What follows belongs to an exercise in optimizing a design on an open flow for small area, a short achievable clock period and few clock cycles per item; a production flow would make more cautious choices. The RTL was checked by simulation tests, not by an equivalence proof against the original design. No activity file was given, so power comes from the tool's default toggle rates.

Design enose_accel, start of the top module:
module enose_accel (
    input  wire        s00_axi_aclk,
    input  wire        s00_axi_aresetn,
    input  wire [6:0]  s00_axi_awaddr,
    input  wire [2:0]  s00_axi_awprot,
    input  wire        s00_axi_awvalid,
    output reg         s00_axi_awready,
    input  wire [31:0] s00_axi_wdata,
    input  wire [3:0]  s00_axi_wstrb,
    input  wire        s00_axi_wvalid,
    output reg         s00_axi_wready,
    output wire [1:0]  s00_axi_bresp,
    output reg         s00_axi_bvalid,
    input  wire        s00_axi_bready,
    input  wire [6:0]  s00_axi_araddr,
    input  wire [2:0]  s00_axi_arprot,
    input  wire        s00_axi_arvalid,
    output reg         s00_axi_arready,
    output reg  [31:0] s00_axi_rdata,
    output wire [1:0]  s00_axi_rresp,
    output reg         s00_axi_rvalid,
    input  wire        s00_axi_rready,
    input  wire [31:0] s_axis_tdata,
    input  wire        s_axis_tvalid,
    output reg         s_axis_tready,
    input  wire        s_axis_tlast
);
    assign s00_axi_bresp = 2'b00;
    assign s00_axi_rresp = 2'b00;
    wire rst = !s00_axi_aresetn;
    reg  [1:0]  aw_sel_l;           
    reg  [31:0] wdata_l;            
    wire aw_now = s00_axi_awvalid && s00_axi_awready;
    wire w_now  = s00_axi_wvalid  && s00_axi_wready;
    wire [1:0] aw_sel_in = {s00_axi_awaddr == 7'h08, s00_axi_awaddr == 7'h00};
  ...
Settings: LEC_CHECK=0, CAP_MARGIN=20, CORE_MARGIN=2, CORE_UTILIZATION=40, CTS_CLUSTER_DIAMETER=150, CTS_CLUSTER_SIZE=20, PLACE_DENSITY=0.6, SETUP_SLACK_MARGIN=5, SLEW_MARGIN=20, SYNTH_HIERARCHICAL=1, SYNTH_MINIMUM_KEEP_SIZE=0; clock period 10.0 ns.
standard.sh (not shown) runs the stock make flow with config.mk's settings and CLKGATE_MAP_FILE= SYNTH_SCRIPT=/design/flow/synth_recipe.tcl, a recipe that flattens the netlist after the stock synthesis.
==> flow/flow/run.sh <==
#!/bin/bash
set -euo pipefail
bash standard.sh SETUP_SLACK_MARGIN=6 finish > standard.log 2>&1
Testbench counts at the start, summed over its fixed seeds: cycles 3,840, inferences 128.
Rerun with:
==> flow/flow/run.sh (replaced) <==
#!/bin/bash
set -euo pipefail
bash standard.sh SETUP_SLACK_MARGIN=6.2 finish > standard.log 2>&1
- CORE_UTILIZATION: 40 -> 55
- CTS_CLUSTER_SIZE: 20 -> 25
- PLACE_DENSITY: 0.6 -> 0.75
- The changed run finished with timing, DRC and antenna clean
- count of clock-buffer cells in the layout fell by 22
- design area falls slightly
- synthesized cell count stays the same
- utilization came out higher by 16 points
- fmax came out lower slightly
- clock power came out lower by about a fifth
- area after synthesis is unchanged
- worst setup slack gets worse by 0.074 ns
Rerun with:
==> flow/flow/run.sh (replaced) <==
#!/bin/bash
set -euo pipefail
bash standard.sh SETUP_SLACK_MARGIN=6 finish > standard.log 2>&1
- CORE_UTILIZATION: 55 -> 40
- CTS_CLUSTER_SIZE: 25 -> 30
- PLACE_DENSITY: 0.75 -> 0.6
=> Die area came out higher by about 37%; global-route usage came out lower by 6.4 points; via count came out lower by about 3%.
Rerun with:
- CTS_CLUSTER_DIAMETER: 150 -> not set
- CTS_CLUSTER_SIZE: 30 -> not set
Outcome: Non-clock buffer count drops by 7; die area is unchanged; clock-buffer cell count rose by 140; flip-flop and latch count is unchanged.
Rerun with:
- CORE_UTILIZATION: 40 -> 50
- CTS_CLUSTER_DIAMETER: not set -> 150
- CTS_CLUSTER_SIZE: not set -> 20
- PLACE_DENSITY: 0.6 -> 0.7
=>
- power goes down by a little under a tenth
- worst setup slack loses 0.0099 ns
- via count went down slightly
- cell count is lower by a few percent
Rerun with:
- CTS_CLUSTER_SIZE: 20 -> 25
The new run completed without violations.
Clock-buffer cell count drops by 18.
Power drops by about 1.6%.
Die area stays the same.
Area after synthesis stays the same.
Global-route usage drops by 0.20 points.
Clock skew drops by 0.0049 ns.
Wire length drops by 1.0%.
Final cell count drops by about 0.3%.

afterwards: timing with drivers on the ports:
Ports are ideal in the flow. The routed layouts listed here were re-timed in OpenROAD.
Step 1: set_driving_cell puts a clkbuf_16 on s00_axi_aclk and a buf_2 on each other input, an assumption about the parent block.
Step 2 adds t to the input delays and takes it off the output delays; t is the mean of the earliest and latest rising clock arrival at the registers after step 1. Input paths then give back, and output paths get back, about the clock's delay inside the block.
Three values: ideal ports, drivers, drivers and shift; two values: the first two.
run | shift t [ns] | setup WS [ns] | hold slack, ns | latest minus earliest clock arrival (ns) | worst data-port slew with drivers (ns)
the first run | 0.764 | 6.031 / 6.031 / 5.493 | 0.314 / 0.314 / 0.314 | 0.040 / 0.040 | 0.06
the second run | 0.763 | 5.957 / 5.957 / 5.652 | 0.341 / 0.341 / 0.341 | 0.028 / 0.028 | 0.09
the third run | 0.768 | 6.059 / 6.059 / 5.519 | 0.332 / 0.332 / 0.332 | 0.046 / 0.046 | 0.06
the fourth run | 0.837 | 6.123 / 6.109 / 5.504 | 0.327 / 0.327 / 0.327 | 0.048 / 0.047 | 0.06
the fifth run | 0.768 | 6.113 / 6.113 / 5.551 | 0.334 / 0.334 / 0.334 | 0.053 / 0.053 | 0.08
the sixth run | 0.764 | 6.127 / 6.127 / 5.557 | 0.335 / 0.335 / 0.335 | 0.031 / 0.031 | 0.07
After both steps setup and hold are still met in every run listed. The setup slack of the fourth run, which loses most, moves by -0.014 ns with the drivers and by -0.619 ns with both steps.
